Context: an optimization exercise on an open-source flow, tuned for small area. The choices shown serve that exercise and are no tape-out recipe.
Where RTL was checked, it was by simulation tests only, not by an equivalence proof against the original.
Power and IR drop assume default switching activity.

Setup of xenon:
## datapath
module datapath (datapath_in, vsel, asel, bsel, loada, loadb, loadc, loads,
                 writenum, write, readnum, clk, ALUop, shift, datapath_out, status);
==> flow/config.mk <==
export PLATFORM = sky130hd
export DESIGN_NAME = datapath
export DESIGN_NICKNAME = datapath
export VERILOG_FILES = /design/flow/design.v
export SDC_FILE = /design/flow/constraint.sdc
export NUM_CORES = 4
export LEC_CHECK = 0
export CAP_MARGIN = 20
export CORE_MARGIN = 2
export CORE_UTILIZATION = 40
export SLEW_MARGIN = 20
export SYNTH_HIERARCHICAL = 1
==> flow/constraint.sdc <==
create_clock -name core_clock -period 5.0 [get_ports {clk}]
set_input_delay 1.0000 -clock core_clock [delete_from_list [all_inputs] [get_ports {clk}]]
set_output_delay 1.0000 -clock core_clock [all_outputs]
set_load 0.01 [all_outputs]
run.sh (not shown) runs the stock make flow with config.mk's settings and CLKGATE_MAP_FILE= SYNTH_SCRIPT=/design/flow/synth_recipe.tcl, a recipe that flattens the netlist after the stock synthesis.
Changes in onyx relative to xenon:
Settings: a change of CORE_UTILIZATION from 40 to 60; an added CTS_BUF_LIST of sky130_fd_sc_hd__clkbuf_8; an added TNS_END_PERCENT of 0; a change of CAP_MARGIN from 20 to 0; an added GPL_TIMING_DRIVEN of 0; a change of SLEW_MARGIN from 20 to 0.
Findings:
Route | onyx vs xenon | wire shorter in onyx
Delta (onyx minus xenon): power in combinational cells fell about 5%; total length of routed met2 wires fell 460 um.
The slowest cell on the critical path comes out sky130_fd_sc_hd__nor3_4 in one run and sky130_fd_sc_hd__a21bo_4 in the other, namely in onyx and xenon respectively.
diff inputs: onyx => indigo
Settings: a change of CAP_MARGIN from 0 to 20; a change of CTS_BUF_LIST from sky130_fd_sc_hd__clkbuf_8 to sky130_fd_sc_hd__clkbuf_4 sky130_fd_sc_hd__clkbuf_8; a deleted TNS_END_PERCENT that had been 0; a change of CORE_UTILIZATION from 60 to 40; a change of SLEW_MARGIN from 0 to 20.
--- outcome ---
Per the comparison of indigo with onyx, setup slack went down by 0.039 ns, combinational power went up by about 3%, critical-path maximum fanout was more or less identical, cell area went up by 150 um^2. Changes observed in indigo relative to onyx: buffers inserted during post-CTS setup optimization moved up; maximum clock rate moved down; average cell area after synthesis level; worst hold slack moved down; routed wire length moved up.
--- input diff indigo..quartz ---
Settings: CORE_UTILIZATION: 40 -> 60; CTS_BUF_LIST: sky130_fd_sc_hd__clkbuf_4 sky130_fd_sc_hd__clkbuf_8 -> sky130_fd_sc_hd__clkbuf_8.
Findings:
From indigo to quartz the numbers moved as follows: total power moved down; setup slack of the most critical reg-to-reg path was more or less identical; core utilization now larger.

== main ==
The RTL this note starts from:
==> flow/design.v <==
module datapath (datapath_in, vsel, asel, bsel, loada, loadb, loadc, loads,
                 writenum, write, readnum, clk, ALUop, shift, datapath_out, status);
  input  [15:0] datapath_in;
  input  [0:0]  vsel, asel, bsel, loada, loadb, loadc, loads;
  input  [2:0]  writenum;
  input  [0:0]  write;
  input  [2:0]  readnum;
  input  [0:0]  clk;
  input  [1:0]  ALUop;
  input  [1:0]  shift;
  output [15:0] datapath_out;
  output [0:0]  status;
  reg [15:0] R0, R1, R2, R3, R4, R5, R6, R7, A, B, C;
  reg        S;
  assign datapath_out = C;
  assign status = S;
  wire [7:0]  we, rs;
  wire [15:0] data_in;
  wire [15:0] rf, bb, alu, p, g;
  wire [16:0] cy;
  wire        zero;
  wire        t0, t1, t2, t3, nbi, sub, andop;
  wire [2:0] wn, rn;
  wire [1:0] wh;      
  dp_and2 wh0 (.a(write[0]), .b(wn[2]), .y(wh[0]));
  dp_and2 wh1 (.a(write[0]), .b(writenum[2]), .y(wh[1]));
  genvar k;
  generate
    for (k = 0; k < 3; k = k + 1) begin : dinv
      dp_inv iw (.a(writenum[k]), .y(wn[k]));
      dp_inv ir (.a(readnum[k]), .y(rn[k]));
    end
    for (k = 0; k < 8; k = k + 1) begin : dec
      dp_and3 dw (.a(wh[k >> 2]), .b(k & 2 ? writenum[1] : wn[1]),
                  .c(k & 1 ? writenum[0] : wn[0]), .y(we[k]));
      dp_and3 dr (.a(k & 4 ? readnum[2] : rn[2]), .b(k & 2 ? readnum[1] : rn[1]),
                  .c(k & 1 ? readnum[0] : rn[0]), .y(rs[k]));
    end
  endgenerate
  dp_ctl  ctl  (.ALUop(ALUop), .bsel(bsel[0]), .shift(shift), .t0(t0), .t1(t1),
                .t2(t2), .t3(t3), .nbi(nbi), .sub(sub), .andop(andop));
  always @(posedge clk) begin
    if (we[0]) R0 <= data_in;
    if (we[1]) R1 <= data_in;
    if (we[2]) R2 <= data_in;
    if (we[3]) R3 <= data_in;
    if (we[4]) R4 <= data_in;
    if (we[5]) R5 <= data_in;
    if (we[6]) R6 <= data_in;
    if (we[7]) R7 <= data_in;
    if (loada) A <= rf;
    if (loadb) B <= rf;
    if (loadc) C <= alu;
    if (loads) S <= zero;
  end
  assign cy[0] = sub;
  genvar i;
  generate
    for (i = 0; i < 16; i = i + 1) begin : sl
      wire cn, dn;
      dp_inv   ci (.a(C[i]), .y(cn));
      dp_nand2 dd (.a(vsel[0]), .b(datapath_in[i]), .y(dn));
      dp_o21ai dm (.a1(vsel[0]), .a2(cn), .b1(dn), .y(data_in[i]));
      wire y1, y2;
      dp_aoi222 ra (.a1(rs[0]), .a2(R0[i]), .b1(rs[1]), .b2(R1[i]), .c1(rs[2]), .c2(R2[i]), .y(y1));
      dp_aoi222 rb (.a1(rs[3]), .a2(R3[i]), .b1(rs[4]), .b2(R4[i]), .c1(rs[5]), .c2(R5[i]), .y(y2));
      dp_rdtail rc (.y1(y1), .y2(y2), .a1(rs[6]), .a2(R6[i]), .b1(rs[7]), .b2(R7[i]), .y(rf[i]));
      if (i == 0) begin : b0
        dp_opb ob (.t0(t0), .t1(nbi), .t2(t2), .b(B[0]), .bl(datapath_in[0]), .br(B[1]),
                   .sub(sub), .bb(bb[0]));
      end else if (i < 5) begin : imm
        wire ns;
        dp_aoi222 sa (.a1(t0), .a2(B[i]), .b1(t1), .b2(B[i-1]), .c1(t2), .c2(B[i+1]), .y(ns));
        wire nd;
        dp_nand2  sd (.a(nbi), .b(datapath_in[i]), .y(nd));
        dp_immx   sb (.ns(ns), .nd(nd), .sub(sub), .bb(bb[i]));
      end else if (i < 15) begin : mid
        dp_opb ob (.t0(t0), .t1(t1), .t2(t2), .b(B[i]), .bl(B[i-1]), .br(B[i+1]),
                   .sub(sub), .bb(bb[i]));
      end else begin : hi
        dp_opb ob (.t0(t0), .t1(t1), .t2(t3), .b(B[15]), .bl(B[14]), .br(B[15]),
                   .sub(sub), .bb(bb[15]));
      end
      wire xn;
      dp_nand2 an (.a(asel[0]), .b(A[i]), .y(xn));
      dp_xor2  pp (.a(xn), .b(bb[i]), .y(p[i]));
      dp_nand3 gg (.a(asel[0]), .b(A[i]), .c(bb[i]), .y(g[i]));
      if (i % 2 == 1) begin : grp
        wire y1;
        if ((i / 2) % 2 == 0) begin : ev
          dp_res_c  r0 (.pn(p[i-1]), .c(cy[i-1]), .gn(g[i-1]), .andop(andop), .r(alu[i-1]));
          dp_hi_c   h1 (.pn0(p[i-1]), .gn0(g[i-1]), .c(cy[i-1]), .pn1(p[i]), .y(y1));
          if (i < 15) begin : nx
            wire pg, gg2;
            dp_gp_t  gp (.pn0(p[i-1]), .gn0(g[i-1]), .pn1(p[i]), .gn1(g[i]), .p(pg), .g(gg2));
            dp_cy_t  cc (.p(pg), .g(gg2), .c(cy[i-1]), .con(cy[i+1]));
          end
        end else begin : od
          dp_res_cn r0 (.pn(p[i-1]), .cn(cy[i-1]), .gn(g[i-1]), .andop(andop), .r(alu[i-1]));
          dp_hi_cn  h1 (.pn0(p[i-1]), .gn0(g[i-1]), .cn(cy[i-1]), .pn1(p[i]), .y(y1));
          if (i < 15) begin : nx
            wire pgn, ggn;
            dp_gp_n  gp (.pn0(p[i-1]), .gn0(g[i-1]), .pn1(p[i]), .gn1(g[i]), .pn(pgn), .gn(ggn));
            dp_cy_n  cc (.pn(pgn), .gn(ggn), .cn(cy[i-1]), .co(cy[i+1]));
          end
        end
        dp_mux2i m1 (.a0(y1), .a1(g[i]), .s(andop), .y(alu[i]));
      end
    end
  endgenerate
  dp_zero zr (.r(alu), .zero(zero));
endmodule
module dp_ctl (input [1:0] ALUop, input bsel, input [1:0] shift,
               output t0, t1, t2, t3, nbi, sub, andop);
  wire pass = ALUop[1] & ALUop[0];
  wire e = bsel & ~pass;
  assign t0 = e & ~shift[1] & ~shift[0];
  assign t1 = e & ~shift[1] & shift[0];
  assign t2 = e & shift[1];
  assign t3 = e & shift[1] & shift[0];
  assign nbi = ~bsel & ~pass;
  assign sub = ~ALUop[1] & ALUop[0];
  assign andop = ALUop[1] & ~ALUop[0];
endmodule
module dp_aoi222 (input a1, a2, b1, b2, c1, c2, output y);
  assign y = ~((a1 & a2) | (b1 & b2) | (c1 & c2));
endmodule
module dp_rdtail (input y1, y2, a1, a2, b1, b2, output y);
  assign y = ~(y1 & y2 & ~((a1 & a2) | (b1 & b2)));
endmodule
module dp_immx (input ns, nd, sub, output bb);
  assign bb = ~((ns & nd) ^ sub);
endmodule
module dp_opb (input t0, t1, t2, b, bl, br, sub, output bb);
  wire nbin = ~((t0 & b) | (t1 & bl) | (t2 & br));
  assign bb = ~(nbin ^ sub);
endmodule
module dp_nand2 (input a, b, output y);
  assign y = ~(a & b);
endmodule
module dp_nand3 (input a, b, c, output y);
  assign y = ~(a & b & c);
endmodule
module dp_and3 (input a, b, c, output y);
  assign y = a & b & c;
endmodule
module dp_xor2 (input a, b, output y);
  assign y = a ^ b;
endmodule
module dp_xnor2 (input a, b, output y);
  assign y = ~(a ^ b);
endmodule
module dp_inv (input a, output y);
  assign y = ~a;
endmodule
module dp_and2 (input a, b, output y);
  assign y = a & b;
endmodule
module dp_o21ai (input a1, a2, b1, output y);
  assign y = ~((a1 | a2) & b1);
endmodule
module dp_mux2i (input a0, a1, s, output y);
  assign y = ~(s ? a1 : a0);
endmodule
module dp_nor2 (input a, b, output y);
  assign y = ~(a | b);
endmodule
module dp_res_c (input pn, c, gn, andop, output r);
  assign r = andop ? ~gn : ~(pn ^ c);
endmodule
module dp_res_cn (input pn, cn, gn, andop, output r);
  assign r = andop ? ~gn : (pn ^ cn);
endmodule
module dp_hi_c (input pn0, gn0, c, pn1, output y);
  wire c1 = ~gn0 | (~pn0 & c);
  assign y = pn1 ^ c1;
endmodule
module dp_hi_cn (input pn0, gn0, cn, pn1, output y);
  wire c1 = ~gn0 | (~pn0 & ~cn);
  assign y = pn1 ^ c1;
endmodule
module dp_gp_t (input pn0, gn0, pn1, gn1, output p, g);
  assign p = ~(pn0 | pn1);
  assign g = ~((pn1 | gn0) & gn1);
endmodule
module dp_gp_n (input pn0, gn0, pn1, gn1, output pn, gn);
  assign pn = pn0 | pn1;
  assign gn = (pn1 | gn0) & gn1;
endmodule
module dp_cy_t (input p, g, c, output con);
  assign con = ~(g | (p & c));
endmodule
module dp_cy_n (input pn, gn, cn, output co);
  assign co = ~((pn | cn) & gn);
endmodule
module dp_zero (input [15:0] r, output zero);
  assign zero = ~|r;
endmodule
clock: 5.0 ns
lec_check: 0
cap_margin: 0
core_aspect_ratio: 0.8
core_margin: 2
core_utilization: 60
cts_buf_list: sky130_fd_sc_hd__clkbuf_8
gpl_timing_driven: 0
slew_margin: 0
synth_hierarchical: 1
tns_end_percent: 0
Input changes introduced in the feature branch (baseline for comparison: main):
# main
export LEC_CHECK = 0
export CAP_MARGIN = 0
export CORE_ASPECT_RATIO = 0.8
export CORE_MARGIN = 2
export CORE_UTILIZATION = 60
export CTS_BUF_LIST = sky130_fd_sc_hd__clkbuf_8
export GPL_TIMING_DRIVEN = 0
export SLEW_MARGIN = 0
export SYNTH_HIERARCHICAL = 1
export TNS_END_PERCENT = 0
create_clock -name core_clock -period 5.0 [get_ports {clk}]
# the feature branch
export LEC_CHECK = 0
export CAP_MARGIN = 0
export CORE_MARGIN = 2
export CORE_UTILIZATION = 60
export CTS_BUF_LIST = sky130_fd_sc_hd__clkbuf_8 sky130_fd_sc_hd__clkbuf_16
export GPL_TIMING_DRIVEN = 0
export SLEW_MARGIN = 0
export SYNTH_HIERARCHICAL = 1
export TNS_END_PERCENT = 0
create_clock -name core_clock -period 5.0 [get_ports {clk}]
No stage failed in the feature branch, and the final checks on the layout all came back clean.
The final layout from main, which completed every stage, passed the timing, DRC and antenna checks at the end of the flow.
Against main, the feature branch comes in 1.6 points lower on sequential fraction of total cell area.
Comparing main and the feature branch, the lower horizontal die dimension is on the feature branch.
Measured against main, the overall power after layout of the feature branch comes out at 1.12 times the reference value.
On count of placed standard cells in the final layout, fillers left out, main and the feature branch are neck and neck.
Between the feature branch and main, the die area does not differ in any meaningful way.
Side by side, total detailed-routing wirelength turned out lower in the feature branch than in main.
Cmp the feature branch vs main: final critical path time including I/O delays and setup higher in the feature branch
No functional check of the RTL was part of any run of this note.
